Background: an optimization exercise with open tools, aiming at small area. Do not read the settings as production practice. RTL that was checked went through simulation tests only; none was proved equivalent to the original. The RTL of run 2 was laid out without a check of its function. Power and IR drop assume default switching activity.

===== flow/run.sh =====
#!/bin/bash
# synth_recipe.tcl (not shown) runs the flow's synth.tcl, then flattens the netlist and writes it again
# the make line also repeats each setting of config.mk as NAME=value (left out here)
make -C /OpenROAD-flow-scripts/flow DESIGN_CONFIG=/design/flow/config.mk WORK_HOME=/design/flow/orfs CLKGATE_MAP_FILE= SYNTH_SCRIPT=/design/flow/synth_recipe.tcl finish

===== flow/config.mk =====
export PLATFORM = sky130hd
export DESIGN_NAME = vga_test
export DESIGN_NICKNAME = vga_test
export VERILOG_FILES = /design/flow/design.v
export SDC_FILE = /design/flow/constraint.sdc
export NUM_CORES = 4
export LEC_CHECK = 0
export ABC_AREA = 1
export CAP_MARGIN = 20
export CORE_MARGIN = 2
export CORE_UTILIZATION = 55
export CTS_BUF_LIST = sky130_fd_sc_hd__clkbuf_8
export CTS_CLUSTER_DIAMETER = 120
export CTS_CLUSTER_SIZE = 12
export GPL_TIMING_DRIVEN = 0
export PLACE_DENSITY = 0.65
export SLEW_MARGIN = 20
export SYNTH_MEMORY_MAX_BITS = 32768

===== flow/constraint.sdc =====
create_clock -name core_clock -period 12.5 [get_ports {clk}]
set_input_delay 2.5000 -clock core_clock [delete_from_list [all_inputs] [get_ports {clk}]]
set_output_delay 2.5000 -clock core_clock [all_outputs]
set_load 0.01 [all_outputs]

===== flow/design.v =====
`timescale 1ns / 1ps
module vga_test(
    input clk,
    input rst,
    input btn_right, btn_left, btn_up, btn_down,
    input btn_fire,
    input buzz_sw,
    output [3:0] vga_r, vga_g, vga_b,
    output hsync, vsync,
    output buzz
);
  function [15:0] addc;             
    input [15:0] a, b; input cin;
    integer i; reg c;
    begin
      c = cin;
      for (i = 0; i < 16; i = i + 1) begin
        addc[i] = a[i] ^ b[i] ^ c;
        c = (a[i] & b[i]) | (a[i] & c) | (b[i] & c);
      end
    end
  endfunction
  function [15:0] sub16; input [15:0] a, b; sub16 = addc(a, ~b, 1'b1); endfunction
  function [15:0] inc16; input [15:0] a; inc16 = addc(a, 16'd0, 1'b1); endfunction
  function [15:0] dec16; input [15:0] a; dec16 = addc(a, 16'hffff, 1'b0); endfunction
  function ge16;                    
    input [15:0] a, b;
    integer i; reg c;
    begin
      c = 1'b1;
      for (i = 0; i < 16; i = i + 1) c = (a[i] & ~b[i]) | (a[i] & c) | (~b[i] & c);
      ge16 = c;
    end
  endfunction
  function [8:0] updn9;             
    input [8:0] a; input up;
    integer i; reg c;
    begin
      c = 1'b1;
      for (i = 0; i < 9; i = i + 1) begin
        updn9[i] = a[i] ^ c;
        c = c & ~(a[i] ^ up);
      end
    end
  endfunction
  function [8:0] inc9; input [8:0] a; reg [15:0] t; begin t = inc16({7'd0, a}); inc9 = t[8:0]; end endfunction
  function [2:0] rom_user;
    input [4:0] r;
    input [4:0] c;
    begin
      case ({r, c})
        10'd133: rom_user = 3'd7;
        10'd134: rom_user = 3'd7;
        10'd135: rom_user = 3'd7;
        10'd167: rom_user = 3'd7;
        10'd168: rom_user = 3'd7;
        10'd169: rom_user = 3'd7;
        10'd202: rom_user = 3'd7;
        10'd203: rom_user = 3'd7;
        10'd228: rom_user = 3'd7;
        10'd229: rom_user = 3'd7;
        10'd230: rom_user = 3'd7;
        10'd231: rom_user = 3'd7;
        10'd234: rom_user = 3'd7;
        10'd235: rom_user = 3'd7;
        10'd260: rom_user = 3'd7;
        10'd261: rom_user = 3'd7;
        10'd262: rom_user = 3'd7;
        10'd263: rom_user = 3'd7;
        10'd266: rom_user = 3'd7;
        10'd267: rom_user = 3'd7;
        10'd298: rom_user = 3'd7;
        10'd299: rom_user = 3'd7;
        10'd304: rom_user = 3'd7;
        10'd327: rom_user = 3'd7;
        10'd328: rom_user = 3'd7;
        10'd329: rom_user = 3'd7;
        10'd334: rom_user = 3'd7;
        10'd335: rom_user = 3'd7;
        10'd336: rom_user = 3'd7;
        10'd337: rom_user = 3'd7;
        10'd357: rom_user = 3'd7;
        10'd358: rom_user = 3'd7;
        10'd359: rom_user = 3'd7;
        10'd365: rom_user = 3'd7;
        10'd366: rom_user = 3'd7;
        10'd367: rom_user = 3'd7;
        10'd368: rom_user = 3'd7;
        10'd369: rom_user = 3'd7;
        10'd370: rom_user = 3'd7;
        10'd396: rom_user = 3'd7;
        10'd397: rom_user = 3'd5;
        10'd398: rom_user = 3'd7;
        10'd399: rom_user = 3'd3;
        10'd400: rom_user = 3'd7;
        10'd401: rom_user = 3'd7;
        10'd402: rom_user = 3'd7;
        10'd403: rom_user = 3'd7;
        10'd429: rom_user = 3'd7;
        10'd430: rom_user = 3'd7;
        10'd431: rom_user = 3'd7;
        10'd432: rom_user = 3'd3;
        10'd433: rom_user = 3'd7;
        10'd434: rom_user = 3'd3;
        10'd435: rom_user = 3'd3;
        10'd461: rom_user = 3'd7;
        10'd462: rom_user = 3'd7;
        10'd463: rom_user = 3'd7;
        10'd464: rom_user = 3'd3;
        10'd465: rom_user = 3'd7;
        10'd466: rom_user = 3'd3;
        10'd467: rom_user = 3'd3;
        10'd493: rom_user = 3'd7;
        10'd494: rom_user = 3'd7;
        10'd495: rom_user = 3'd7;
        10'd496: rom_user = 3'd3;
        10'd497: rom_user = 3'd7;
        10'd498: rom_user = 3'd3;
        10'd499: rom_user = 3'd3;
        10'd525: rom_user = 3'd7;
        10'd526: rom_user = 3'd7;
        10'd527: rom_user = 3'd7;
        10'd528: rom_user = 3'd3;
        10'd529: rom_user = 3'd7;
        10'd530: rom_user = 3'd3;
        10'd531: rom_user = 3'd3;
        10'd557: rom_user = 3'd7;
        10'd558: rom_user = 3'd7;
        10'd559: rom_user = 3'd7;
        10'd560: rom_user = 3'd3;
        10'd561: rom_user = 3'd7;
        10'd562: rom_user = 3'd3;
        10'd563: rom_user = 3'd3;
        10'd589: rom_user = 3'd7;
        10'd590: rom_user = 3'd7;
        10'd591: rom_user = 3'd7;
        10'd592: rom_user = 3'd3;
        10'd593: rom_user = 3'd7;
        10'd594: rom_user = 3'd3;
        10'd595: rom_user = 3'd3;
        10'd621: rom_user = 3'd7;
        10'd622: rom_user = 3'd7;
        10'd623: rom_user = 3'd7;
        10'd624: rom_user = 3'd3;
        10'd625: rom_user = 3'd7;
        10'd626: rom_user = 3'd3;
        10'd627: rom_user = 3'd3;
        10'd653: rom_user = 3'd7;
        10'd654: rom_user = 3'd7;
        10'd655: rom_user = 3'd7;
        10'd656: rom_user = 3'd3;
        10'd657: rom_user = 3'd7;
        10'd658: rom_user = 3'd3;
        10'd659: rom_user = 3'd3;
        10'd685: rom_user = 3'd7;
        10'd686: rom_user = 3'd7;
        10'd687: rom_user = 3'd7;
        10'd688: rom_user = 3'd3;
        10'd689: rom_user = 3'd7;
        10'd690: rom_user = 3'd3;
        10'd691: rom_user = 3'd3;
        10'd717: rom_user = 3'd7;
        10'd718: rom_user = 3'd7;
        10'd719: rom_user = 3'd7;
        10'd720: rom_user = 3'd3;
        10'd721: rom_user = 3'd7;
        10'd722: rom_user = 3'd3;
        10'd723: rom_user = 3'd3;
        10'd749: rom_user = 3'd7;
        10'd750: rom_user = 3'd7;
        10'd751: rom_user = 3'd7;
        10'd752: rom_user = 3'd3;
        10'd753: rom_user = 3'd7;
        10'd754: rom_user = 3'd3;
        10'd755: rom_user = 3'd3;
        10'd781: rom_user = 3'd7;
        10'd782: rom_user = 3'd7;
        10'd783: rom_user = 3'd7;
        10'd784: rom_user = 3'd3;
        10'd785: rom_user = 3'd7;
        10'd786: rom_user = 3'd3;
        10'd787: rom_user = 3'd3;
        10'd813: rom_user = 3'd7;
        10'd814: rom_user = 3'd7;
        10'd815: rom_user = 3'd7;
        10'd816: rom_user = 3'd3;
        10'd817: rom_user = 3'd7;
        10'd818: rom_user = 3'd3;
        10'd819: rom_user = 3'd3;
        10'd845: rom_user = 3'd7;
        10'd846: rom_user = 3'd7;
        10'd847: rom_user = 3'd7;
        10'd848: rom_user = 3'd7;
        10'd849: rom_user = 3'd7;
        10'd850: rom_user = 3'd7;
        10'd851: rom_user = 3'd3;
        default: rom_user = 3'd0;
      endcase
    end
  endfunction
  function [2:0] rom_fly;
    input [4:0] r;
    input [4:0] c;
    begin
      case ({r, c})
        10'd334: rom_fly = 3'd4;
        10'd335: rom_fly = 3'd4;
        10'd336: rom_fly = 3'd4;
        10'd337: rom_fly = 3'd4;
        10'd338: rom_fly = 3'd4;
        10'd365: rom_fly = 3'd4;
        10'd366: rom_fly = 3'd4;
        10'd367: rom_fly = 3'd4;
        10'd369: rom_fly = 3'd4;
        10'd370: rom_fly = 3'd4;
        10'd371: rom_fly = 3'd4;
        10'd398: rom_fly = 3'd4;
        10'd399: rom_fly = 3'd4;
        10'd400: rom_fly = 3'd4;
        10'd401: rom_fly = 3'd4;
        10'd402: rom_fly = 3'd4;
        10'd429: rom_fly = 3'd1;
        10'd430: rom_fly = 3'd1;
        10'd431: rom_fly = 3'd1;
        10'd432: rom_fly = 3'd1;
        10'd433: rom_fly = 3'd1;
        10'd434: rom_fly = 3'd2;
        10'd462: rom_fly = 3'd1;
        10'd463: rom_fly = 3'd1;
        10'd464: rom_fly = 3'd1;
        10'd465: rom_fly = 3'd1;
        10'd492: rom_fly = 3'd7;
        10'd493: rom_fly = 3'd7;
        10'd494: rom_fly = 3'd2;
        10'd495: rom_fly = 3'd2;
        10'd496: rom_fly = 3'd2;
        10'd497: rom_fly = 3'd2;
        10'd498: rom_fly = 3'd2;
        10'd499: rom_fly = 3'd7;
        10'd500: rom_fly = 3'd7;
        10'd523: rom_fly = 3'd7;
        10'd524: rom_fly = 3'd7;
        10'd525: rom_fly = 3'd7;
        10'd526: rom_fly = 3'd7;
        10'd527: rom_fly = 3'd2;
        10'd528: rom_fly = 3'd2;
        10'd529: rom_fly = 3'd2;
        10'd530: rom_fly = 3'd7;
        10'd531: rom_fly = 3'd7;
        10'd532: rom_fly = 3'd7;
        10'd533: rom_fly = 3'd7;
        10'd553: rom_fly = 3'd7;
        10'd554: rom_fly = 3'd7;
        10'd555: rom_fly = 3'd7;
        10'd556: rom_fly = 3'd7;
        10'd557: rom_fly = 3'd7;
        10'd558: rom_fly = 3'd7;
        10'd559: rom_fly = 3'd2;
        10'd560: rom_fly = 3'd2;
        10'd561: rom_fly = 3'd2;
        10'd562: rom_fly = 3'd7;
        10'd563: rom_fly = 3'd7;
        10'd564: rom_fly = 3'd7;
        10'd565: rom_fly = 3'd7;
        10'd566: rom_fly = 3'd1;
        10'd586: rom_fly = 3'd7;
        10'd587: rom_fly = 3'd7;
        10'd588: rom_fly = 3'd7;
        10'd589: rom_fly = 3'd7;
        10'd590: rom_fly = 3'd2;
        10'd591: rom_fly = 3'd2;
        10'd592: rom_fly = 3'd2;
        10'd593: rom_fly = 3'd2;
        10'd594: rom_fly = 3'd2;
        10'd595: rom_fly = 3'd7;
        10'd596: rom_fly = 3'd7;
        10'd597: rom_fly = 3'd7;
        10'd598: rom_fly = 3'd7;
        10'd599: rom_fly = 3'd7;
        10'd616: rom_fly = 3'd7;
        10'd617: rom_fly = 3'd7;
        10'd618: rom_fly = 3'd7;
        10'd619: rom_fly = 3'd7;
        10'd620: rom_fly = 3'd7;
        10'd621: rom_fly = 3'd7;
        10'd622: rom_fly = 3'd2;
        10'd623: rom_fly = 3'd2;
        10'd624: rom_fly = 3'd2;
        10'd625: rom_fly = 3'd2;
        10'd626: rom_fly = 3'd2;
        10'd627: rom_fly = 3'd7;
        10'd628: rom_fly = 3'd7;
        10'd629: rom_fly = 3'd7;
        10'd630: rom_fly = 3'd7;
        10'd631: rom_fly = 3'd7;
        10'd632: rom_fly = 3'd7;
        10'd647: rom_fly = 3'd7;
        10'd648: rom_fly = 3'd7;
        10'd649: rom_fly = 3'd7;
        10'd650: rom_fly = 3'd7;
        10'd651: rom_fly = 3'd7;
        10'd652: rom_fly = 3'd7;
        10'd653: rom_fly = 3'd2;
        10'd654: rom_fly = 3'd2;
        10'd655: rom_fly = 3'd2;
        10'd656: rom_fly = 3'd2;
        10'd657: rom_fly = 3'd2;
        10'd658: rom_fly = 3'd2;
        10'd659: rom_fly = 3'd2;
        10'd660: rom_fly = 3'd7;
        10'd661: rom_fly = 3'd7;
        10'd662: rom_fly = 3'd7;
        10'd663: rom_fly = 3'd7;
        10'd664: rom_fly = 3'd7;
        10'd665: rom_fly = 3'd7;
        10'd679: rom_fly = 3'd7;
        10'd680: rom_fly = 3'd7;
        10'd681: rom_fly = 3'd7;
        10'd682: rom_fly = 3'd7;
        10'd683: rom_fly = 3'd7;
        10'd684: rom_fly = 3'd7;
        10'd685: rom_fly = 3'd2;
        10'd686: rom_fly = 3'd2;
        10'd687: rom_fly = 3'd2;
        10'd688: rom_fly = 3'd2;
        10'd689: rom_fly = 3'd2;
        10'd690: rom_fly = 3'd2;
        10'd691: rom_fly = 3'd2;
        10'd692: rom_fly = 3'd7;
        10'd693: rom_fly = 3'd7;
        10'd694: rom_fly = 3'd7;
        10'd695: rom_fly = 3'd7;
        10'd696: rom_fly = 3'd7;
        10'd697: rom_fly = 3'd7;
        10'd711: rom_fly = 3'd7;
        10'd712: rom_fly = 3'd7;
        10'd713: rom_fly = 3'd7;
        10'd714: rom_fly = 3'd7;
        10'd715: rom_fly = 3'd7;
        10'd716: rom_fly = 3'd7;
        10'd717: rom_fly = 3'd2;
        10'd718: rom_fly = 3'd2;
        10'd719: rom_fly = 3'd2;
        10'd720: rom_fly = 3'd2;
        10'd721: rom_fly = 3'd2;
        10'd722: rom_fly = 3'd2;
        10'd723: rom_fly = 3'd2;
        10'd724: rom_fly = 3'd7;
        10'd725: rom_fly = 3'd7;
        10'd726: rom_fly = 3'd7;
        10'd727: rom_fly = 3'd7;
        10'd728: rom_fly = 3'd7;
        10'd729: rom_fly = 3'd7;
        10'd743: rom_fly = 3'd7;
        10'd744: rom_fly = 3'd7;
        10'd746: rom_fly = 3'd7;
        10'd747: rom_fly = 3'd7;
        10'd750: rom_fly = 3'd2;
        10'd751: rom_fly = 3'd2;
        10'd752: rom_fly = 3'd2;
        10'd753: rom_fly = 3'd2;
        10'd754: rom_fly = 3'd2;
        10'd757: rom_fly = 3'd7;
        10'd758: rom_fly = 3'd7;
        10'd759: rom_fly = 3'd7;
        10'd760: rom_fly = 3'd7;
        10'd761: rom_fly = 3'd7;
        10'd776: rom_fly = 3'd7;
        10'd778: rom_fly = 3'd7;
        10'd783: rom_fly = 3'd2;
        10'd784: rom_fly = 3'd2;
        10'd785: rom_fly = 3'd2;
        10'd790: rom_fly = 3'd7;
        10'd791: rom_fly = 3'd7;
        10'd792: rom_fly = 3'd7;
        10'd793: rom_fly = 3'd7;
        default: rom_fly = 3'd0;
      endcase
    end
  endfunction
  function [95:0] row_mosq;
    input [4:0] r;
    begin
      case (r)
        5'd5: row_mosq = 96'hff8e00000000000000;
        5'd6: row_mosq = 96'hfc0000000000000000;
        5'd7: row_mosq = 96'h4fff9e0000000000000;
        5'd8: row_mosq = 96'h3fe00000000000000;
        5'd9: row_mosq = 96'h3f1c0e00000000000;
        5'd11: row_mosq = 96'he07924000000000;
        5'd12: row_mosq = 96'h140010db6000000000;
        5'd13: row_mosq = 96'h120101b6da0000000;
        5'd14: row_mosq = 96'h24920001f6020000000;
        5'd15: row_mosq = 96'h4b80001f0e3f000000;
        5'd16: row_mosq = 96'h38000000;
        5'd17: row_mosq = 96'h71c00000000281c0000;
        5'd18: row_mosq = 96'h20000000;
        5'd19: row_mosq = 96'hfc0000000000038000000;
        5'd20: row_mosq = 96'h38000000;
        default: row_mosq = 96'h0;
      endcase
    end
  endfunction
  function [2:0] rom_spider;
    input [5:0] r;
    input [5:0] c;
    reg [4:0] f;
    reg [2:0] lft, rgt; reg ex;
    begin
      f = c[5] ? ~c[4:0] : c[4:0];
      case ({r, f})
        11'd31: lft = 3'd3;
        11'd63: lft = 3'd3;
        11'd95: lft = 3'd3;
        11'd127: lft = 3'd3;
        11'd159: lft = 3'd3;
        11'd191: lft = 3'd3;
        11'd223: lft = 3'd3;
        11'd255: lft = 3'd3;
        11'd287: lft = 3'd3;
        11'd319: lft = 3'd3;
        11'd351: lft = 3'd3;
        11'd383: lft = 3'd3;
        11'd415: lft = 3'd3;
        11'd447: lft = 3'd3;
        11'd471: lft = 3'd4;
        11'd472: lft = 3'd4;
        11'd479: lft = 3'd3;
        11'd502: lft = 3'd4;
        11'd505: lft = 3'd4;
        11'd511: lft = 3'd3;
        11'd534: lft = 3'd4;
        11'd537: lft = 3'd4;
        11'd543: lft = 3'd3;
        11'd566: lft = 3'd4;
        11'd569: lft = 3'd4;
        11'd575: lft = 3'd3;
        11'd598: lft = 3'd4;
        11'd601: lft = 3'd4;
        11'd607: lft = 3'd3;
        11'd627: lft = 3'd4;
        11'd630: lft = 3'd4;
        11'd633: lft = 3'd4;
        11'd639: lft = 3'd3;
        11'd657: lft = 3'd4;
        11'd660: lft = 3'd4;
        11'd661: lft = 3'd4;
        11'd662: lft = 3'd4;
        11'd665: lft = 3'd4;
        11'd671: lft = 3'd3;
        11'd692: lft = 3'd4;
        11'd693: lft = 3'd4;
        11'd703: lft = 3'd3;
        11'd721: lft = 3'd4;
        11'd724: lft = 3'd4;
        11'd725: lft = 3'd4;
        11'd726: lft = 3'd4;
        11'd727: lft = 3'd4;
        11'd728: lft = 3'd4;
        11'd731: lft = 3'd4;
        11'd734: lft = 3'd4;
        11'd735: lft = 3'd3;
        11'd755: lft = 3'd4;
        11'd758: lft = 3'd4;
        11'd759: lft = 3'd4;
        11'd760: lft = 3'd4;
        11'd763: lft = 3'd4;
        11'd764: lft = 3'd4;
        11'd765: lft = 3'd4;
        11'd767: lft = 3'd4;
        11'd787: lft = 3'd4;
        11'd790: lft = 3'd4;
        11'd791: lft = 3'd4;
        11'd792: lft = 3'd4;
        11'd795: lft = 3'd4;
        11'd797: lft = 3'd4;
        11'd799: lft = 3'd4;
        11'd819: lft = 3'd4;
        11'd822: lft = 3'd4;
        11'd823: lft = 3'd4;
        11'd824: lft = 3'd4;
        11'd827: lft = 3'd4;
        11'd828: lft = 3'd7;
        11'd829: lft = 3'd4;
        11'd831: lft = 3'd4;
        11'd851: lft = 3'd4;
        11'd854: lft = 3'd4;
        11'd855: lft = 3'd4;
        11'd856: lft = 3'd4;
        11'd859: lft = 3'd4;
        11'd860: lft = 3'd4;
        11'd861: lft = 3'd4;
        11'd863: lft = 3'd4;
        11'd883: lft = 3'd4;
        11'd886: lft = 3'd4;
        11'd887: lft = 3'd4;
        11'd888: lft = 3'd4;
        11'd889: lft = 3'd4;
        11'd892: lft = 3'd4;
        11'd893: lft = 3'd4;
        11'd916: lft = 3'd4;
        11'd917: lft = 3'd4;
        11'd919: lft = 3'd4;
        11'd920: lft = 3'd4;
        11'd921: lft = 3'd4;
        11'd923: lft = 3'd4;
        11'd948: lft = 3'd4;
        11'd949: lft = 3'd4;
        11'd951: lft = 3'd4;
        11'd952: lft = 3'd4;
        11'd955: lft = 3'd4;
        11'd982: lft = 3'd4;
        11'd1015: lft = 3'd4;
        11'd1016: lft = 3'd4;
        11'd1017: lft = 3'd4;
        11'd1019: lft = 3'd4;
        11'd1047: lft = 3'd4;
        11'd1048: lft = 3'd4;
        11'd1049: lft = 3'd4;
        11'd1051: lft = 3'd4;
        11'd1078: lft = 3'd4;
        11'd1084: lft = 3'd4;
        11'd1085: lft = 3'd4;
        11'd1140: lft = 3'd4;
        11'd1141: lft = 3'd4;
        11'd1143: lft = 3'd4;
        11'd1144: lft = 3'd4;
        11'd1145: lft = 3'd4;
        11'd1147: lft = 3'd4;
        11'd1174: lft = 3'd4;
        11'd1175: lft = 3'd4;
        11'd1176: lft = 3'd4;
        11'd1177: lft = 3'd7;
        11'd1203: lft = 3'd4;
        11'd1207: lft = 3'd4;
        11'd1208: lft = 3'd4;
        11'd1209: lft = 3'd4;
        11'd1235: lft = 3'd4;
        11'd1238: lft = 3'd4;
        11'd1239: lft = 3'd4;
        11'd1240: lft = 3'd4;
        11'd1243: lft = 3'd4;
        11'd1265: lft = 3'd4;
        11'd1268: lft = 3'd4;
        11'd1269: lft = 3'd4;
        11'd1270: lft = 3'd4;
        11'd1273: lft = 3'd4;
        11'd1278: lft = 3'd4;
        11'd1279: lft = 3'd4;
        11'd1300: lft = 3'd4;
        11'd1301: lft = 3'd4;
        11'd1302: lft = 3'd4;
        11'd1310: lft = 3'd4;
        11'd1311: lft = 3'd4;
        11'd1329: lft = 3'd4;
        11'd1332: lft = 3'd4;
        11'd1333: lft = 3'd4;
        11'd1334: lft = 3'd4;
        11'd1337: lft = 3'd4;
        11'd1343: lft = 3'd4;
        11'd1393: lft = 3'd4;
        11'd1396: lft = 3'd4;
        11'd1397: lft = 3'd4;
        11'd1398: lft = 3'd4;
        11'd1401: lft = 3'd4;
        11'd1407: lft = 3'd4;
        11'd1427: lft = 3'd4;
        11'd1428: lft = 3'd4;
        11'd1429: lft = 3'd4;
        11'd1430: lft = 3'd4;
        11'd1433: lft = 3'd4;
        11'd1438: lft = 3'd4;
        11'd1439: lft = 3'd4;
        11'd1459: lft = 3'd4;
        11'd1460: lft = 3'd4;
        11'd1461: lft = 3'd4;
        11'd1462: lft = 3'd4;
        11'd1465: lft = 3'd4;
        11'd1470: lft = 3'd4;
        11'd1471: lft = 3'd4;
        11'd1492: lft = 3'd4;
        11'd1493: lft = 3'd4;
        11'd1495: lft = 3'd4;
        11'd1496: lft = 3'd4;
        11'd1499: lft = 3'd4;
        11'd1524: lft = 3'd4;
        11'd1525: lft = 3'd4;
        11'd1527: lft = 3'd4;
        11'd1528: lft = 3'd4;
        11'd1532: lft = 3'd4;
        11'd1533: lft = 3'd4;
        11'd1556: lft = 3'd4;
        11'd1557: lft = 3'd4;
        11'd1559: lft = 3'd4;
        11'd1560: lft = 3'd4;
        11'd1564: lft = 3'd4;
        11'd1565: lft = 3'd4;
        11'd1588: lft = 3'd4;
        11'd1589: lft = 3'd4;
        11'd1591: lft = 3'd4;
        11'd1592: lft = 3'd4;
        11'd1598: lft = 3'd4;
        11'd1620: lft = 3'd4;
        11'd1621: lft = 3'd4;
        11'd1623: lft = 3'd4;
        11'd1624: lft = 3'd4;
        11'd1631: lft = 3'd4;
        11'd1653: lft = 3'd4;
        11'd1655: lft = 3'd4;
        11'd1656: lft = 3'd4;
        11'd1663: lft = 3'd4;
        11'd1686: lft = 3'd4;
        11'd1718: lft = 3'd4;
        default: lft = 3'd0;
      endcase
      ex = 1'b0; rgt = 3'd0;
      case ({r, f})
        11'd31: begin ex = 1'b1; rgt = 3'd4; end
        11'd63: begin ex = 1'b1; rgt = 3'd4; end
        11'd95: begin ex = 1'b1; rgt = 3'd4; end
        11'd127: begin ex = 1'b1; rgt = 3'd4; end
        11'd159: begin ex = 1'b1; rgt = 3'd4; end
        11'd191: begin ex = 1'b1; rgt = 3'd4; end
        11'd223: begin ex = 1'b1; rgt = 3'd4; end
        11'd255: begin ex = 1'b1; rgt = 3'd4; end
        11'd287: begin ex = 1'b1; rgt = 3'd4; end
        11'd319: begin ex = 1'b1; rgt = 3'd4; end
        11'd351: begin ex = 1'b1; rgt = 3'd4; end
        11'd383: begin ex = 1'b1; rgt = 3'd4; end
        11'd415: begin ex = 1'b1; rgt = 3'd4; end
        11'd447: begin ex = 1'b1; rgt = 3'd4; end
        11'd479: begin ex = 1'b1; rgt = 3'd4; end
        11'd511: begin ex = 1'b1; rgt = 3'd4; end
        11'd543: begin ex = 1'b1; rgt = 3'd4; end
        11'd575: begin ex = 1'b1; rgt = 3'd4; end
        11'd607: begin ex = 1'b1; rgt = 3'd4; end
        11'd626: begin ex = 1'b1; rgt = 3'd4; end
        11'd639: begin ex = 1'b1; rgt = 3'd4; end
        11'd671: begin ex = 1'b1; rgt = 3'd4; end
        11'd703: begin ex = 1'b1; rgt = 3'd4; end
        11'd730: begin ex = 1'b1; rgt = 3'd4; end
        11'd735: begin ex = 1'b1; rgt = 3'd4; end
        11'd754: begin ex = 1'b1; rgt = 3'd4; end
        11'd762: begin ex = 1'b1; rgt = 3'd4; end
        11'd786: begin ex = 1'b1; rgt = 3'd4; end
        11'd794: begin ex = 1'b1; rgt = 3'd4; end
        11'd818: begin ex = 1'b1; rgt = 3'd4; end
        11'd826: begin ex = 1'b1; rgt = 3'd4; end
        11'd828: begin ex = 1'b1; rgt = 3'd4; end
        11'd850: begin ex = 1'b1; rgt = 3'd4; end
        11'd858: begin ex = 1'b1; rgt = 3'd4; end
        11'd882: begin ex = 1'b1; rgt = 3'd4; end
        11'd922: begin ex = 1'b1; rgt = 3'd4; end
        11'd954: begin ex = 1'b1; rgt = 3'd4; end
        11'd1018: begin ex = 1'b1; rgt = 3'd4; end
        11'd1050: begin ex = 1'b1; rgt = 3'd4; end
        11'd1051: begin ex = 1'b1; rgt = 3'd0; end
        11'd1146: begin ex = 1'b1; rgt = 3'd4; end
        11'd1170: begin ex = 1'b1; rgt = 3'd4; end
        11'd1171: begin ex = 1'b1; rgt = 3'd7; end
        11'd1202: begin ex = 1'b1; rgt = 3'd4; end
        11'd1206: begin ex = 1'b1; rgt = 3'd4; end
        11'd1234: begin ex = 1'b1; rgt = 3'd4; end
        11'd1242: begin ex = 1'b1; rgt = 3'd4; end
        11'd1426: begin ex = 1'b1; rgt = 3'd4; end
        11'd1458: begin ex = 1'b1; rgt = 3'd4; end
        11'd1498: begin ex = 1'b1; rgt = 3'd4; end
        default: begin ex = 1'b0; rgt = 3'd0; end
      endcase
      rom_spider = (c[5] & ex) ? rgt : lft;
    end
  endfunction
  localparam [1:0] S_INIT = 2'd0, S_NORMAL = 2'd1, S_BOSS = 2'd2, S_CLEAR = 2'd3;
  reg [9:0] h, v;
  reg hs, vs;
  wire [9:0] x = h, y = v;
  wire [15:0] h_inc = inc16({6'd0, h});
  wire [15:0] v_inc = inc16({6'd0, v});
  always @(posedge clk) begin
    if (rst) begin
      h <= 10'd0; v <= 10'd0;
    end else if ((h & 10'd799) == 10'd799) begin
      h <= 10'd0;
      v <= ((v & 10'd524) == 10'd524) ? 10'd0 : v_inc[9:0];
    end else
      h <= h_inc[9:0];
  end
  wire hline0 = (h == 10'd0);
  always @* begin
    hs = ~(ge16({6'd0, h}, 16'd657) & ~ge16({6'd0, h}, 16'd753));
    vs = ~(hline0 ? (v == 10'd491 || v == 10'd492) : (v[9:1] == 9'd245));
  end
  assign hsync = hs;
  assign vsync = vs;
  wire video_on = ~ge16({6'd0, h}, 16'd640) & ~ge16({6'd0, v}, 16'd480);
  reg [5:0] t33;
  wire tk33 = t33[5];
  wire [15:0] t33_inc = inc16({10'd0, t33});
  always @(posedge clk)
    if (rst || tk33) t33 <= 6'd0; else t33 <= t33_inc[5:0];
  reg [9:0] px;
  reg [8:0] py;
  wire [15:0] px_inc = inc16({6'd0, px}), px_dec = dec16({6'd0, px});
  wire [15:0] py_inc = inc16({7'd0, py}), py_dec = dec16({7'd0, py});
  always @(posedge clk) begin
    if (rst) begin
      px <= 10'd280; py <= 9'd400;
    end else if (tk33) begin
      if (btn_left && px != 10'd0) px <= px_dec[9:0];
      else if (btn_right && !((px & 10'd608) == 10'd608)) px <= px_inc[9:0];
      if (btn_up && py != 9'd0) py <= py_dec[8:0];
      else if (btn_down && !((py & 9'd448) == 9'd448)) py <= py_inc[8:0];
    end
  end
  reg [1:0] st;
  reg started, rall;
  reg [15:0] kc;                   
  reg [8:0] mc;                    
  reg sp_alive;
  reg [3:0] hp;
  reg [3:0] fa;
  reg [7:0] ma;
  wire enemy_rst = rst | rall;
  wire ftick = kc[9];
  wire mtick = (mc & 9'd500) == 9'd500;
  wire [15:0] kc_inc = inc16(kc);
  wire [15:0] mc_inc = inc16({7'd0, mc});
  always @(posedge clk) begin
    if (rst) begin
      st <= S_INIT; started <= 1'b0; rall <= 1'b0;
    end else case (st)
      S_INIT: begin st <= S_NORMAL; started <= 1'b0; rall <= 1'b0; end
      S_NORMAL: if (fa == 4'd0 && ma == 8'd0) st <= S_BOSS;
      S_BOSS: if (!started) started <= 1'b1; else if (!sp_alive) st <= S_CLEAR;
      S_CLEAR: if ((kc & 16'd50000) == 16'd50000) begin st <= S_INIT; rall <= 1'b1; end
    endcase
  end
  always @(posedge clk) begin
    if (rst || st == S_BOSS || (st == S_INIT && rall) || (st != S_CLEAR && ftick)) kc <= 16'd0;
    else kc <= kc_inc;
    if (enemy_rst || st == S_CLEAR || (st == S_BOSS && !sp_alive) || mtick) mc <= 9'd0;
    else mc <= mc_inc[8:0];
  end
  reg [7:0] act;
  reg [9:0] bs [0:7];              
  reg [8:0] by [0:7];
  reg [7:0] hit;                   
  reg prev_fire;
  wire fire = btn_fire & ~prev_fire;
  wire [15:0] px20 = addc({6'd0, px}, 16'd20, 1'b0);
  wire [7:0] fire_j;
  genvar j, i;
  generate for (j = 0; j < 8; j = j + 1) begin : bl
    if (j == 0) assign fire_j[j] = fire & ~act[0];
    else assign fire_j[j] = fire & ~act[j] & (&act[j-1:0]);
    wire [15:0] by_dec = dec16({7'd0, by[j]});
    wire by_zero = (by[j] == 9'd0);
    always @(posedge clk) begin
      if (rst) act[j] <= 1'b0;
      else if (hit[j]) act[j] <= 1'b0;
      else if (fire_j[j]) act[j] <= 1'b1;
      else if (tk33 && act[j] && by_zero) act[j] <= 1'b0;
      if (!act[j]) begin
        bs[j] <= px20[9:0];
        by[j] <= py;
      end else if (tk33 && !by_zero)
        by[j] <= by_dec[8:0];
    end
  end endgenerate
  always @(posedge clk)
    if (rst) prev_fire <= 1'b0; else prev_fire <= btn_fire;
  reg [7:0] fy;                    
  wire [15:0] fy_inc = inc16({8'd0, fy});
  wire [3:0] fcol [0:7];
  wire [15:0] fy16 = addc({8'd0, fy}, 16'd16, 1'b0);
  wire [7:0] fyin;
  wire [7:0] fly_bhit;
  wire [3:0] fly_kill_m [0:7];
  generate for (j = 0; j < 8; j = j + 1) begin : fb
    assign fyin[j] = ge16({8'd0, by[j][8:1]}, {8'd0, fy}) & ~ge16({8'd0, by[j][8:1]}, fy16);
    for (i = 0; i < 4; i = i + 1) begin : fc
      assign fcol[j][i] = ge16({6'd0, bs[j]}, 208 + 50*i) & ~ge16({6'd0, bs[j]}, 240 + 50*i);
    end
    assign fly_kill_m[j] = (act[j] & fyin[j]) ? fcol[j] : 4'd0;
    assign fly_bhit[j] = act[j] & fyin[j] & ((fcol[j] & fa) != 4'd0);
  end endgenerate
  wire [3:0] fly_kill = fly_kill_m[0] | fly_kill_m[1] | fly_kill_m[2] | fly_kill_m[3] |
                        fly_kill_m[4] | fly_kill_m[5] | fly_kill_m[6] | fly_kill_m[7];
  always @(posedge clk) begin
    if (enemy_rst) begin
      fy <= 8'd0; fa <= 4'b1111;
    end else if (ftick) begin
      fy <= ((fy & 8'd224) == 8'd224) ? 8'd0 : fy_inc[7:0];
      fa <= fa & ~fly_kill;
    end
  end
  reg [8:0] mq [0:7];              
  reg [7:0] mdir;
  wire [7:0] xm [0:7];             
  wire [7:0] mqy, spy;
  generate for (j = 0; j < 8; j = j + 1) begin : my
    assign mqy[j] = ge16({7'd0, by[j]}, 16'd92) & ~ge16({7'd0, by[j]}, 16'd132);
    assign spy[j] = ~ge16({7'd0, by[j]}, 16'd32);
  end endgenerate
  wire [15:0] m0p20 = addc({7'd0, mq[0]}, 16'd20, 1'b0);
  generate for (j = 0; j < 8; j = j + 1) begin : x0
    assign xm[0][j] = ge16({7'd0, bs[j][9:1]}, {7'd0, mq[0]}) & ~ge16({7'd0, bs[j][9:1]}, {6'd0, m0p20[9:0]});
  end endgenerate
  reg [2:0] rc;                    
  reg [7:1] mask [0:7];
  wire [9:0] eng_s = fire ? px20[9:0] : bs[rc];
  wire [7:1] eng_x;
  wire [15:0] eng_a19 = sub16({7'd0, eng_s[9:1]}, 16'd19);
  wire eng_lo = ~ge16({7'd0, eng_s[9:1]}, 16'd19);
  generate for (i = 1; i < 8; i = i + 1) begin : en
    assign eng_x[i] = ge16({7'd0, eng_s[9:1]}, {7'd0, mq[i]}) & (eng_lo | ge16({7'd0, mq[i]}, {7'd0, eng_a19[8:0]}));
  end endgenerate
  wire [15:0] rc_inc = inc16({13'd0, rc});
  always @(posedge clk)
    if (rst) rc <= 3'd0; else if (!fire) rc <= rc_inc[2:0];
  generate for (j = 0; j < 8; j = j + 1) begin : mk
    always @(posedge clk)
      if (fire ? fire_j[j] : (rc == j)) mask[j] <= eng_x;
    for (i = 1; i < 8; i = i + 1) begin : mb
      assign xm[i][j] = mask[j][i];
    end
  end endgenerate
  wire [7:0] mq_kill;
  wire [7:0] mq_bhit_m [0:7];
  generate for (i = 0; i < 8; i = i + 1) begin : mo
    wire [7:0] hv = xm[i] & act & mqy;
    assign mq_kill[i] = ma[i] & (hv != 8'd0);
    assign mq_bhit_m[i] = ma[i] ? hv : 8'd0;
    always @(posedge clk) begin
      if (enemy_rst) begin
        mq[i] <= 30 + 60*i; mdir[i] <= 1'b1; ma[i] <= 1'b1;
      end else if (i == 0 && st == S_BOSS && !sp_alive) begin
        mq[i] <= 9'd160; mdir[i] <= 1'b1;
      end else if (mtick) begin
        mq[i] <= updn9(mq[i], mdir[i]);
        if (!ge16({7'd0, mq[i]}, 16'd6)) mdir[i] <= 1'b1;
        else if (ge16({7'd0, mq[i]}, 16'd299)) mdir[i] <= 1'b0;
        if (mq_kill[i]) ma[i] <= 1'b0;
      end
    end
  end endgenerate
  wire [7:0] mq_bhit = mq_bhit_m[0] | mq_bhit_m[1] | mq_bhit_m[2] | mq_bhit_m[3] |
                       mq_bhit_m[4] | mq_bhit_m[5] | mq_bhit_m[6] | mq_bhit_m[7];
  wire sp_on = (st == S_BOSS) & sp_alive;
  wire [7:0] sp_bhit = sp_on ? (xm[0] & act & spy) : 8'd0;
  always @(posedge clk) begin
    if (rst || st != S_BOSS) begin
      sp_alive <= 1'b0; hp <= 4'd0;
    end else if (!sp_alive) begin
      sp_alive <= 1'b1; hp <= 4'd10;
    end else if (sp_bhit != 8'd0) begin
      if (hp[3:1] != 3'd0) hp <= dec16({12'd0, hp});
      else begin hp <= 4'd0; sp_alive <= 1'b0; end
    end
  end
  always @(posedge clk)
    hit <= (enemy_rst ? 8'd0 : ((ftick ? fly_bhit : 8'd0) | (mtick ? mq_bhit : 8'd0))) |
           (rst ? 8'd0 : sp_bhit);
  reg [11:0] fc;                   
  wire [15:0] fc_inc = inc16({4'd0, fc});
  always @(posedge clk) if (rst) fc <= 12'hfff; else fc <= fc_inc[11:0];
  reg [8:0] ring [0:31];
  wire star_on;
  wire [8:0] head_in = ring[12];
  reg [8:0] head_init;
  reg [1:0] head_tap;
  always @* begin
    case (h[4:0])
      5'd0: begin head_init = 9'd25; head_tap = 2'd0; end
      5'd1: begin head_init = 9'd23; head_tap = 2'd1; end
      5'd2: begin head_init = 9'd45; head_tap = 2'd0; end
      5'd3: begin head_init = 9'd75; head_tap = 2'd1; end
      5'd4: begin head_init = 9'd37; head_tap = 2'd0; end
      5'd5: begin head_init = 9'd7; head_tap = 2'd1; end
      5'd6: begin head_init = 9'd61; head_tap = 2'd0; end
      5'd7: begin head_init = 9'd21; head_tap = 2'd1; end
      5'd8: begin head_init = 9'd6; head_tap = 2'd0; end
      5'd9: begin head_init = 9'd13; head_tap = 2'd1; end
      5'd10: begin head_init = 9'd56; head_tap = 2'd0; end
      5'd11: begin head_init = 9'd33; head_tap = 2'd1; end
      5'd12: begin head_init = 9'd1; head_tap = 2'd2; end
      5'd13: begin head_init = 9'd18; head_tap = 2'd1; end
      5'd14: begin head_init = 9'd11; head_tap = 2'd0; end
      5'd15: begin head_init = 9'd40; head_tap = 2'd1; end
      5'd16: begin head_init = 9'd8; head_tap = 2'd2; end
      5'd17: begin head_init = 9'd16; head_tap = 2'd1; end
      5'd18: begin head_init = 9'd32; head_tap = 2'd2; end
      5'd19: begin head_init = 9'd9; head_tap = 2'd1; end
      5'd20: begin head_init = 9'd5; head_tap = 2'd2; end
      5'd21: begin head_init = 9'd4; head_tap = 2'd1; end
      5'd22: begin head_init = 9'd48; head_tap = 2'd0; end
      5'd23: begin head_init = 9'd12; head_tap = 2'd1; end
      5'd24: begin head_init = 9'd3; head_tap = 2'd0; end
      5'd25: begin head_init = 9'd28; head_tap = 2'd1; end
      5'd26: begin head_init = 9'd29; head_tap = 2'd0; end
      5'd27: begin head_init = 9'd10; head_tap = 2'd1; end
      5'd28: begin head_init = 9'd19; head_tap = 2'd0; end
      5'd29: begin head_init = 9'd20; head_tap = 2'd1; end
      5'd30: begin head_init = 9'd60; head_tap = 2'd2; end
      5'd31: begin head_init = 9'd50; head_tap = 2'd1; end
    endcase
  end
  wire head_en = (head_tap == 2'd0 & (ge16({4'd0, fc}, 16'd4085) | ~ge16({4'd0, fc}, 16'd21))) |
                 (head_tap == 2'd1 & (ge16({4'd0, fc}, 16'd4086) | ~ge16({4'd0, fc}, 16'd22))) |
                 (head_tap == 2'd2 & (ge16({4'd0, fc}, 16'd1) & ~ge16({4'd0, fc}, 16'd33)));
  wire [8:0] head_base = initing ? head_init : head_in;
  wire [8:0] head_out = (initing | head_en) ? (((head_base & 9'd479) == 9'd479) ? head_init : inc9(head_base)) : head_base;
  wire vis0 = (h == 10'd50) | (h == 10'd100) | (h == 10'd150) | (h == 10'd200) | (h == 10'd250) | (h == 10'd300) | (h == 10'd400) | (h == 10'd450) | (h == 10'd500) | (h == 10'd550) | (h == 10'd590);
  wire ton0 = vis0 & (y == {1'b0, ring[0]});
  wire vis1 = (h == 10'd110) | (h == 10'd170) | (h == 10'd200) | (h == 10'd230) | (h == 10'd260) | (h == 10'd290) | (h == 10'd320) | (h == 10'd350) | (h == 10'd380) | (h == 10'd410) | (h == 10'd440) | (h == 10'd470) | (h == 10'd500) | (h == 10'd530) | (h == 10'd560) | (h == 10'd620);
  wire ton1 = vis1 & (y == {1'b0, ring[1]});
  wire vis2 = (h == 10'd20) | (h == 10'd50) | (h == 10'd80) | (h == 10'd140) | (h == 10'd350);
  wire ton2 = vis2 & (y == {1'b0, head_out});
  reg initing;
  always @(posedge clk) if (rst) initing <= 1'b1; else if (h == 10'd799) initing <= 1'b0;
  assign star_on = (ton0 | ton1 | ton2) & ~initing;
  integer k;
  always @(posedge clk) begin
    for (k = 0; k < 32; k = k + 1) ring[k] <= ring[(k + 1) % 32];
    ring[11] <= head_out;
  end
  reg [10:0] csol, cla;
  reg tsol, tla, playing, note;
  reg [16:0] dur;
  wire srst = rst | buzz_sw;
  wire [15:0] csol_inc = inc16({5'd0, csol}), cla_inc = inc16({5'd0, cla}), dur_inc = inc16(dur[15:0]);
  always @(posedge clk) begin
    if (srst) begin
      csol <= 11'd0; tsol <= 1'b0; cla <= 11'd0; tla <= 1'b0;
    end else begin
      if ((csol & 11'd1596) == 11'd1596) begin csol <= 11'd0; tsol <= ~tsol; end else csol <= csol_inc[10:0];
      if ((cla & 11'd1420) == 11'd1420) begin cla <= 11'd0; tla <= ~tla; end else cla <= cla_inc[10:0];
    end
  end
  wire dur_end = (dur & 17'd125000) == 17'd125000;
  always @(posedge clk) begin
    if (srst) begin
      playing <= 1'b0; note <= 1'b0; dur <= 17'd0;
    end else begin
      if (btn_fire && !playing) begin
        playing <= 1'b1; note <= 1'b0; dur <= 17'd0;
      end
      if (playing) begin
        if (dur_end) begin
          dur <= 17'd0;
          if (note) playing <= 1'b0; else note <= 1'b1;
        end else
          dur <= {dur[16] ^ (&dur[15:0]), dur_inc[15:0]};
      end
    end
  end
  assign buzz = playing & (note ? tla : tsol);
  wire [15:0] ux = sub16({6'd0, x}, {6'd0, px});
  wire [15:0] uy = sub16({6'd0, y}, {7'd0, py});
  wire [2:0] ucol = (ux[9:5] == 5'd0 && uy[9:5] == 5'd0) ? rom_user(uy[4:0], ux[4:0]) : 3'd0;
  wire [7:0] bv;
  generate for (j = 0; j < 8; j = j + 1) begin : bd
    wire [15:0] dx = sub16({6'd0, bs[j]}, {6'd0, x});
    wire [15:0] dy = sub16({6'd0, y}, {7'd0, by[j]});
    assign bv[j] = act[j] & (dx[9:3] == 7'd0) & (dx[2:0] >= 3'd3) & (dx[2:0] <= 3'd6) & (dy[9:3] == 7'd0);
  end endgenerate
  wire bval = (bv != 8'd0);
  wire [15:0] sx = sub16({7'd0, x[9:1]}, {7'd0, mq[0]});
  wire [2:0] scol = (sp_alive && y[9:6] == 4'd0 && sx[8:5] == 4'd0) ? rom_spider(y[5:0], {sx[4:0], x[0]}) : 3'd0;
  wire [15:0] qy = sub16({6'd0, y}, 16'd100);
  wire [95:0] qrow = (qy[9:5] == 5'd0) ? row_mosq(qy[4:0]) : 96'd0;
  wire [2:0] qpair [0:15];
  generate for (j = 0; j < 16; j = j + 1) begin : qp
    assign qpair[j] = x[0] ? qrow[6*j+5:6*j+3] : qrow[6*j+2:6*j];
  end endgenerate
  wire [15:0] qnz;
  generate for (j = 0; j < 16; j = j + 1) begin : qn
    assign qnz[j] = (qpair[j] != 3'd0);
  end endgenerate
  wire [7:0] qc;
  wire [3:0] qlx [0:7];
  generate for (i = 0; i < 8; i = i + 1) begin : qd
    wire [15:0] dx = sub16({7'd0, x[9:1]}, {7'd0, mq[i]});
    assign qlx[i] = dx[3:0];
    assign qc[i] = ma[i] & (dx[8:4] == 5'd0) & qnz[dx[3:0]];
  end endgenerate
  wire [3:0] qwin = qc[0] ? qlx[0] : qc[1] ? qlx[1] : qc[2] ? qlx[2] : qc[3] ? qlx[3] :
                    qc[4] ? qlx[4] : qc[5] ? qlx[5] : qc[6] ? qlx[6] : qlx[7];
  wire [2:0] mcol = (qc != 8'd0) ? qpair[qwin] : 3'd0;
  wire [15:0] fdy = sub16({6'd0, y}, {7'd0, fy, 1'b0});
  wire [3:0] fin;
  generate for (i = 0; i < 4; i = i + 1) begin : fd
    assign fin[i] = fa[i] & ge16({6'd0, x}, 200 + 50*i) & ~ge16({6'd0, x}, 232 + 50*i);
  end endgenerate
  wire [4:0] flx = fin[0] ? x[4:0] - 5'd8 : fin[1] ? x[4:0] - 5'd26 : fin[2] ? x[4:0] - 5'd12 : x[4:0] - 5'd30;
  wire [2:0] fcolr = (fin != 4'd0 && fdy[9:5] == 5'd0) ? rom_fly(fdy[4:0], flx) : 3'd0;
  wire [2:0] rgb = (ucol != 0) ? ucol : bval ? 3'd7 : (scol != 0) ? scol : (mcol != 0) ? mcol :
                   (fcolr != 0) ? fcolr : star_on ? 3'd7 : 3'd0;
  assign vga_r = {4{video_on & rgb[2]}};
  assign vga_g = {4{video_on & rgb[1]}};
  assign vga_b = {4{video_on & rgb[0]}};
endmodule

==> results of run 1 <==
critical path, delay by kind of cell (launching register included):
family / cells / cell delay (ps)
AND/OR/NAND/NOR: 5 / 850
buffers and inverters: 4 / 2010
AO/OA/AOI/OAI: 4 / 1760
flip-flops: 1 / 860
adder cells (fa/ha/maj): 6 / 2540
cells in the mapped netlist (31+ instances only):
library cell,instances
nor2_1,457
xnor2_1,54
edfxtp_1,208
fa_1,191
dfxtp_1,552
ha_1,278
xor2_1,31
nand2_1,933
nor3_1,99
nor4_1,36
nand4_1,109
a21oi_1,298
o211ai_1,72
clkbuf_1,147
o221ai_1,170
o21ai_0,441
a211oi_1,41
nand3_1,238
o22ai_1,129
inv_1,745
a31oi_1,42
layout make-up:
type	instances	share of cell area (%)
multi-input cells	3896	51.2
inverters	788	6.01
clock inverters	38	0.533
clock buffers	74	2.07
flip-flops and latches	760	35.1
plain buffers	185	1.61
diodes	5	0.0254
repair buffers	33	0.715
well taps	1080	2.74
stage by stage:
step / power, uW / area, um2 / worst slack (ps)
2_1_floorplan: 3540 / 46300 / 4180
3_3_place_gp: 3890 / 47800 / 1700
3_5_place_dp: 3900 / 48000 / 2160
4_1_cts: 5390 / 49300 / 1300
5_1_grt: 5610 / 49300 / 732
6_report: 5400 / 49300 / 1160
routing by layer:
layer	part of all wire [%]	vias up	wire length (um)
li1	-	19700	-
met1	40	20500	67100
met2	42	2650	69800
met3	12	487	20600
met4	5.5	8	9250
met5	0.042	-	70
flip-flops by register name, summed over array words and instances (netlist names), 9 cells and up:
name / cells
ring: 288
bs: 80
by: 72
mq: 72
mask: 56
dur: 17
kc: 16
fc: 12
cla: 11
csol: 11
h: 10
px: 10
v: 10
mc: 9
py: 9
worst paths after layout:
check | from | slack [ps] | end
worst max register to register | rc[2]$_SDFFE_PP0N_ | 5070 | mask[1][5]$_DFFE_PP_
worst min register to register | ring[23][7]$_DFF_P_ | 310 | ring[22][7]$_DFF_P_
worst min-delay path | ring[23][7]$_DFF_P_ | 310 | ring[22][7]$_DFF_P_
worst max-delay path | v[2]$_SDFFE_PP0P_ | 1160 | vga_b[3]
cell usage in the layout, fill, tap and decap left out, types with 12 or more instances in the layout:
cell type        synthesis  layout
nand2_1                933     933
inv_1                  745     765
dfxtp_1                552     548
nor2_1                 457     456
o21ai_0                441     431
a21oi_1                298     298
ha_1                   278     278
nand3_1                238     238
edfxtp_1               208     208
fa_1                   191     191
o221ai_1               170     170
clkbuf_1               147     138
o22ai_1                129     129
nand4_1                109     109
nor3_1                  99      99
clkbuf_8                 0      74
o211ai_1                72      72
xnor2_1                 54      54
a31oi_1                 42      42
a211oi_1                41      41
nor4_1                  36      36
xor2_1                  31      31
o21ai_1                 20      29
o2111ai_1               28      28
clkinv_1                26      24
inv_2                   16      24
clkdlybuf4s50_1          0      22
a2111oi_0               23      20
o31ai_1                 20      20
buf_2                   12      17
nand2_2                 17      17
buf_4                   13      16
nor2_2                  13      14
a221oi_1                13      13
or2_2                   13      13
nand3_2                 12      12
power by group:
| part | switching, uW | internal (uW) |
|---|---|---|
| Clock | 922 | 587 |
| Combinational | 744 | 324 |
| Sequential | 93.4 | 2730 |
cells by family after synthesis:
kind of cell	synth area share [%]
buffers and inverters	8.08
adder cells (fa/ha/maj)	15.8
AND/OR/NAND/NOR	18.3
XOR/XNOR	1.61
flip-flops	37.4
multiplexers	0.0919
AO/OA/AOI/OAI	18.7
==> flow_summary.yaml, run 1 <==
timing:
  finalMaxSlewViolations: 0
  min_period_over_period_pct: 90.8
  finalSetupViolCount: 0
  tightest_slew_ps: 1310
  slew_headroom_pct: 11.8
  holdWs_ps: 307
  rsz0062_at_grt: "no"
  setup_tns_ps: 0
  fmax_mhz: 88.1
  hold_viol: 0
  finClkSkew_ps: 77.3
  period_needed_ps: 11340
yosys:
  synth_edf_count: 208
  yosysSeqAreaShare_pct: 37.4
  synth_largest_area_cell: "dfxtp_1"
  synth_top_cell_area_share_pct: 23.9
  synth_top_flop_cell: "dfxtp_1"
  ys_async_sr_fraction_pct: 0
  syn_area_mm2: 0.0463
  ys_ff_latch: 760
  syn_area_per_cell_um2: 8.22
  yosysUniqueCellTypes: 78
  syn_nets: 6106
  synthTopCellsByArea: "dfxtp_1 24%, edfxtp_1 13%, fa_1 8.3%"
  yosys_warnings: 6
  syn_inst: 5629
grt:
  grt_pass1_vias: 39700
  grt_busiest_layer: "met2"
  grt_use_total_pct: 38.0
  antenna_found_initial: 6
  grt_pass1_wl_um: 247000
  use_met1_pct: 51.3
  use_met3_pct: 9.59
  grt_max_degree: 20
  overflow: 0
  met2_usage_pct: 56.4
critical_path:
  crit_path_top_delay_cell: "clkbuf_1"
  rr_worst_depth: 27
  crit_fanout: 12
  path_class: "reg -> out"
  cp_data_arrival_time_ps: 8840
  path_cells: "buf_4 -> clkbuf_1 -> o21ai_0 -> fa_1 -> fa_1 -> fa_1 -> fa_1 -> fa_1 -> fa_1 -> o211ai_1 -> a2111oi_0 -> nand3_1 -> nand4_1 -> nor2_1 -> nand2_1 -> nor2_1 -> a21oi_1 -> buf_4 -> clkdlybuf4s50_1"
  crit_path_start_kind: "flop"
  crit_top_cell: "fa_1"
  max_stage_delay_ps: 970
  crit_required_ps: 10000
  cp-end-kind: "primary output"
cts:
  holdBufCountCts: 0
  cts_tree: "done"
  htreeDepth: 3
  clock_path_buffers: 3
  post_cts_buffers: 0
  numCtsBuffers: 74
  path_clk_slew_ps: 120
  clk_latency_ps: 810
  cts_sinks: 760
  postCtsResizedCells: 0
  root_buffer: "clkbuf_8"
die:
  pin_count: 23
  die_y_um: 294
  start_util_pct: 55.5
  die_x_um: 294
  coreArea_mm2: 0.0834
  dieArea_mm2: 0.0865
  num_rows: 106
detailed_routing:
  routedWlPerCell_um: 24.3
  dr_total_vias: 43300
  final_antenna_net_count: 0
  drc_errors: 0
  first_pass_iters: 9
  drtIter0Drc: 5383
  viasPerCell: 6.32
  wirelength_um: 167000
power:
  power.density_mw_per_mm2: 109
  peakVddDrop_mv: 0.117
  leakage_uw: 0.0206
hold_path:
  hold_depth: 0
  hold_path_class: "reg -> reg"
placement:
  dp_cells: 6741
  place.gp.congestion: 1.07
  dp_hpwl_um: 128000
  portBuffers: 22
finish:
  fillers: 7693
  nNetsFinal: 6215
  utilization_pct: 59.1
  synthToLayoutAreaGrowth_pct: 6.60
  drive_gt1_share_pct: 4.36
  fin_cells: 6859
  multi_input_area_mm2: 0.0253
  regArea_mm2: 0.0173
run:
  cap_violations: 0
status:
  outcome: "finished clean"
==> run 2: changes to the inputs <==
--- a/flow/design.v
+++ b/flow/design.v
@@ -867,44 +867,59 @@
   reg [8:0] ring [0:31];
   wire star_on;
   wire [8:0] head_in = ring[12];
-  reg [8:0] head_init;
-  reg [1:0] head_tap;
-  always @* begin
-    case (h[4:0])
-      5'd0: begin head_init = 9'd25; head_tap = 2'd0; end
-      5'd1: begin head_init = 9'd23; head_tap = 2'd1; end
-      5'd2: begin head_init = 9'd45; head_tap = 2'd0; end
-      5'd3: begin head_init = 9'd75; head_tap = 2'd1; end
-      5'd4: begin head_init = 9'd37; head_tap = 2'd0; end
-      5'd5: begin head_init = 9'd7; head_tap = 2'd1; end
-      5'd6: begin head_init = 9'd61; head_tap = 2'd0; end
-      5'd7: begin head_init = 9'd21; head_tap = 2'd1; end
-      5'd8: begin head_init = 9'd6; head_tap = 2'd0; end
-      5'd9: begin head_init = 9'd13; head_tap = 2'd1; end
-      5'd10: begin head_init = 9'd56; head_tap = 2'd0; end
-      5'd11: begin head_init = 9'd33; head_tap = 2'd1; end
-      5'd12: begin head_init = 9'd1; head_tap = 2'd2; end
-      5'd13: begin head_init = 9'd18; head_tap = 2'd1; end
-      5'd14: begin head_init = 9'd11; head_tap = 2'd0; end
-      5'd15: begin head_init = 9'd40; head_tap = 2'd1; end
-      5'd16: begin head_init = 9'd8; head_tap = 2'd2; end
-      5'd17: begin head_init = 9'd16; head_tap = 2'd1; end
-      5'd18: begin head_init = 9'd32; head_tap = 2'd2; end
-      5'd19: begin head_init = 9'd9; head_tap = 2'd1; end
-      5'd20: begin head_init = 9'd5; head_tap = 2'd2; end
-      5'd21: begin head_init = 9'd4; head_tap = 2'd1; end
-      5'd22: begin head_init = 9'd48; head_tap = 2'd0; end
-      5'd23: begin head_init = 9'd12; head_tap = 2'd1; end
-      5'd24: begin head_init = 9'd3; head_tap = 2'd0; end
-      5'd25: begin head_init = 9'd28; head_tap = 2'd1; end
-      5'd26: begin head_init = 9'd29; head_tap = 2'd0; end
-      5'd27: begin head_init = 9'd10; head_tap = 2'd1; end
-      5'd28: begin head_init = 9'd19; head_tap = 2'd0; end
-      5'd29: begin head_init = 9'd20; head_tap = 2'd1; end
-      5'd30: begin head_init = 9'd60; head_tap = 2'd2; end
-      5'd31: begin head_init = 9'd50; head_tap = 2'd1; end
-    endcase
-  end
+  wire [8:0] head_init = ({9{h[4:0] == 5'd0}} & 9'd25) |
+    ({9{h[4:0] == 5'd1}} & 9'd23) |
+    ({9{h[4:0] == 5'd2}} & 9'd45) |
+    ({9{h[4:0] == 5'd3}} & 9'd75) |
+    ({9{h[4:0] == 5'd4}} & 9'd37) |
+    ({9{h[4:0] == 5'd5}} & 9'd7) |
+    ({9{h[4:0] == 5'd6}} & 9'd61) |
+    ({9{h[4:0] == 5'd7}} & 9'd21) |
+    ({9{h[4:0] == 5'd8}} & 9'd6) |
+    ({9{h[4:0] == 5'd9}} & 9'd13) |
+    ({9{h[4:0] == 5'd10}} & 9'd56) |
+    ({9{h[4:0] == 5'd11}} & 9'd33) |
+    ({9{h[4:0] == 5'd12}} & 9'd1) |
+    ({9{h[4:0] == 5'd13}} & 9'd18) |
+    ({9{h[4:0] == 5'd14}} & 9'd11) |
+    ({9{h[4:0] == 5'd15}} & 9'd40) |
+    ({9{h[4:0] == 5'd16}} & 9'd8) |
+    ({9{h[4:0] == 5'd17}} & 9'd16) |
+    ({9{h[4:0] == 5'd18}} & 9'd32) |
+    ({9{h[4:0] == 5'd19}} & 9'd9) |
+    ({9{h[4:0] == 5'd20}} & 9'd5) |
+    ({9{h[4:0] == 5'd21}} & 9'd4) |
+    ({9{h[4:0] == 5'd22}} & 9'd48) |
+    ({9{h[4:0] == 5'd23}} & 9'd12) |
+    ({9{h[4:0] == 5'd24}} & 9'd3) |
+    ({9{h[4:0] == 5'd25}} & 9'd28) |
+    ({9{h[4:0] == 5'd26}} & 9'd29) |
+    ({9{h[4:0] == 5'd27}} & 9'd10) |
+    ({9{h[4:0] == 5'd28}} & 9'd19) |
+    ({9{h[4:0] == 5'd29}} & 9'd20) |
+    ({9{h[4:0] == 5'd30}} & 9'd60) |
+    ({9{h[4:0] == 5'd31}} & 9'd50);
+  wire [1:0] head_tap = ({2{h[4:0] == 5'd1}} & 2'd1) |
+    ({2{h[4:0] == 5'd3}} & 2'd1) |
+    ({2{h[4:0] == 5'd5}} & 2'd1) |
+    ({2{h[4:0] == 5'd7}} & 2'd1) |
+    ({2{h[4:0] == 5'd9}} & 2'd1) |
+    ({2{h[4:0] == 5'd11}} & 2'd1) |
+    ({2{h[4:0] == 5'd12}} & 2'd2) |
+    ({2{h[4:0] == 5'd13}} & 2'd1) |
+    ({2{h[4:0] == 5'd15}} & 2'd1) |
+    ({2{h[4:0] == 5'd16}} & 2'd2) |
+    ({2{h[4:0] == 5'd17}} & 2'd1) |
+    ({2{h[4:0] == 5'd18}} & 2'd2) |
+    ({2{h[4:0] == 5'd19}} & 2'd1) |
+    ({2{h[4:0] == 5'd20}} & 2'd2) |
+    ({2{h[4:0] == 5'd21}} & 2'd1) |
+    ({2{h[4:0] == 5'd23}} & 2'd1) |
+    ({2{h[4:0] == 5'd25}} & 2'd1) |
+    ({2{h[4:0] == 5'd27}} & 2'd1) |
+    ({2{h[4:0] == 5'd29}} & 2'd1) |
+    ({2{h[4:0] == 5'd30}} & 2'd2) |
+    ({2{h[4:0] == 5'd31}} & 2'd1);
   wire head_en = (head_tap == 2'd0 & (ge16({4'd0, fc}, 16'd4085) | ~ge16({4'd0, fc}, 16'd21))) |
                  (head_tap == 2'd1 & (ge16({4'd0, fc}, 16'd4086) | ~ge16({4'd0, fc}, 16'd22))) |
                  (head_tap == 2'd2 & (ge16({4'd0, fc}, 16'd1) & ~ge16({4'd0, fc}, 16'd33)));
--- a/flow/config.mk
+++ b/flow/config.mk
@@ -8,11 +8,11 @@
 export ABC_AREA = 1
 export CAP_MARGIN = 20
 export CORE_MARGIN = 2
-export CORE_UTILIZATION = 55
+export CORE_UTILIZATION = 65
 export CTS_BUF_LIST = sky130_fd_sc_hd__clkbuf_8
 export CTS_CLUSTER_DIAMETER = 120
 export CTS_CLUSTER_SIZE = 12
 export GPL_TIMING_DRIVEN = 0
-export PLACE_DENSITY = 0.65
+export PLACE_DENSITY = 0.75
 export SLEW_MARGIN = 20
 export SYNTH_MEMORY_MAX_BITS = 32768
==> run 2 against run 1 <==
  * Still clean on timing, DRC and antenna
  * Area after synthesis up 0.51%
  * Register-to-register slack better by 280 ps
  * Routed wire length up 2.6%
  * Final cell count down 1.4%
  * Synthesized cell count up 0.82%
  * Critical path type unchanged
  * Highest routed layer is now met4
==> flow_summary.yaml, run 2 <==
critical_path:
  crit_fanout: 13
  crit_path_top_delay_cell: "dfxtp_1"
  rr_worst_depth: 24
  crit_path_start_kind: "flop"
  cp_data_arrival_time_ps: 8850
  ff2ff_setup_slack_ps: 5350
  critical_path.startpoint: "v[2]$_SDFFE_PP0P_"
  max_stage_delay_ps: 830
  crit_required_ps: 10000
  worstReg2RegEnd: "mask[6][7]$_DFFE_PP_"
  r2r-start: "rc[0]$_SDFFE_PP0N_"
  crit_top_cell: "nand2_1"
  cp-end-kind: "primary output"
  path_class: "reg -> out"
yosys:
  synth_top_flop_cell: "dfxtp_1"
  ys_ff_latch: 751
  syn_inst: 5675
  synth_mux_area_share_pct: 0.0430
  yosysSeqAreaShare_pct: 36.8
  synth_top_cell_area_share_pct: 23.4
  synth_top_family_by_area: "simple AND/OR/NAND/NOR gates"
  synthTopCellsByArea: "dfxtp_1 23%, edfxtp_1 13%, fa_1 8.2%"
  synth_most_common_cell: "nand2_1"
  yosys.area_share.xor_xnor_pct: 1.43
  syn_area_mm2: 0.0465
  syn_area_per_cell_um2: 8.19
  synth-compound-area-share_pct: 18.2
  yosys_warnings: 6
  yosysUniqueCellTypes: 76
  synth_common_cells: "944 x nand2_1, 721 x inv_1, 543 x dfxtp_1"
  yosys.area_share.simple_pct: 19.7
  ys_async_sr_fraction_pct: 0
  synth_largest_area_cell: "dfxtp_1"
  synth_fa_ha_area_share_pct: 15.6
  synth_edf_count: 208
  syn_nets: 6149
placement:
  portBuffers: 22
  place.gp.congestion: 1.10
  dp_cells: 6653
  dp_hpwl_um: 127000
timing:
  slew_headroom_pct: 12.4
  finalSetupViolCount: 0
  hold_viol: 0
  period_needed_ps: 11350
  min_period_over_period_pct: 90.8
  finClkSkew_ps: 65.1
  rsz0062_at_grt: "no"
  finalMaxSlewViolations: 0
  fmax_mhz: 88.1
  setup_tns_ps: 0
  tightest_slew_ps: 1310
die:
  pin_count: 23
  coreArea_mm2: 0.0711
  num_rows: 98
  die_y_um: 271
  die_x_um: 271
  dieArea_mm2: 0.0737
  start_util_pct: 65.4
grt:
  grt_pass1_wl_um: 254000
  grt_max_degree: 20
  overflow: 0
  antenna_found_initial: 4
  grt_use_total_pct: 45.4
  grt_pass1_vias: 42500
power:
  peakVddDrop_mv: 0.126
  power.density_mw_per_mm2: 110
  finalPower_uw: 5410
  leakage_uw: 0.0209
cts:
  postCtsResizedCells: 0
  cts_sinks: 751
  numCtsBuffers: 72
  clock_path_buffers: 3
  cts_tree: "done"
  post_cts_buffers: 0
  clk_latency_ps: 760
  htreeDepth: 3
  path_clk_slew_ps: 100
  holdBufCountCts: 0
  root_buffer: "clkbuf_8"
finish:
  synthToLayoutAreaGrowth_pct: 6.02
  final_cell_mix: "944 x nand2_1, 740 x inv_1, 536 x dfxtp_1"
  nNetsFinal: 6253
  reg_top3: "ring x288, bs x80"
  drive_gt1_share_pct: 5.14
  top_register: "ring"
  largest_reg_flops: 288
  final_common_cell: "nand2_1"
  utilization_pct: 69.3
  fin_cells: 6765
hold_path:
  hold_depth: 0
  hold_path_class: "reg -> reg"
  min_from: "ring[10][7]$_DFF_P_"
  whs_endpoint: "ring[9][7]$_DFF_P_"
detailed_routing:
  routedWlPerCell_um: 25.3
  final_antenna_net_count: 0
  dr_total_vias: 45200
  viasPerCell: 6.68
  drtIter0Drc: 7083
  wirelength_um: 171000
  drc_errors: 0
  first_pass_iters: 14
status:
  outcome: "finished clean"
run:
  cap_violations: 0
[run 2: worst max path at each step]
stage          slack (ps)        to  depth (start not counted)
2_1_floorplan        4150  vga_r[1]                         31
4_1_cts              1310  vga_g[3]                         40
5_1_grt              1010  vga_g[1]                         38
3_5_place_dp         2130  vga_g[3]                         40
3_3_place_gp         1430  vga_g[2]                         28
6_report             1150  vga_g[3]                         40
[run 2: power by group]
group / total [uW] / switching (uW) / internal, uW / leakage (uW)
Combinational: 1090 / 768 / 322 / 0.0136
Clock: 1470 / 924 / 545 / 0.000711
Sequential: 2850 / 115 / 2740 / 0.00659
Total: 5410 / 1810 / 3600 / 0.0209
[run 2: cell families (layout without fill, tap and decap cells)]
family	after synthesis	in the layout
adders and majority gates	466	466
xor gates and xnor gates	75	75
AOI/OAI and AO/OA	1326	1326
muxes	2	2
other	0	2
buffers and inverters	982	1120
and+or+nand+nor	2073	2073
DFF	751	751
[run 2: final cells by class]
type                            instances  area [um2]
Antenna cell                            2        5.00
Buffer                                194         873
Clock buffer                           72         991
Clock inverter                         36         211
Fill cell                            5739       21800
Inverter                              788        2960
Multi-Input combinational cell       3942       25600
Sequential cell                       751       17100
Tap cell                              950        1190
Timing Repair Buffer                   30         358
[run 2: per-layer routing]
metal / track usage [%] / share of wire, % / vias to the layer above
li1: - / - / 19800
met1: 55.8 / 36 / 21000
met2: 68.2 / 42 / 3488
met3: 16.1 / 14 / 855
met4: 28.2 / 7.5 / 0
met5: 0 / 0 / -
[run 2: per-stage QoR]
stage	hold WS [ps]	setup WS [ps]	cell area, um2
detailed placement	312	2130	48100
floorplan	310	4150	46500
global placement	310	1430	47900
CTS	269	1310	49300
finish	275	1150	49300
global route	282	1010	49300
[run 2: worst max-delay path, delay by kind of cell (launching register included)]
kind | cells | cell delay (ps)
AO/OA/AOI/OAI | 3 | 1410
adder cells (fa/ha/maj) | 6 | 1310
AND/OR/NAND/NOR | 21 | 2730
flip-flops | 1 | 830
buffers and inverters | 10 | 1830

-- static timing again, ports no longer ideal --
Ports are ideal in the flow. The routed layouts listed here were re-timed in OpenROAD.
Step 1: set_driving_cell puts a clkbuf_16 on clk and a buf_2 on each other input, an assumption about the parent block.
Step 2, shift: input delay + t, output delay - t, t = (earliest + latest rising clock arrival at the registers) / 2. This alone moves slack from input paths to output paths.
Slacks: ideal / step 1 / step 2; pairs: ideal / step 1.
run	t (ns)	setup slack, ns	clock arrival spread, ns	slew at the worst register clock pin (ns)
run 1	0.830	1.155 / 1.089 / 1.918	0.091 / 0.091	0.12 / 0.12
run 2	0.799	1.153 / 1.088 / 1.887	0.075 / 0.075	0.12 / 0.12
After both steps every run listed still meets setup and hold.
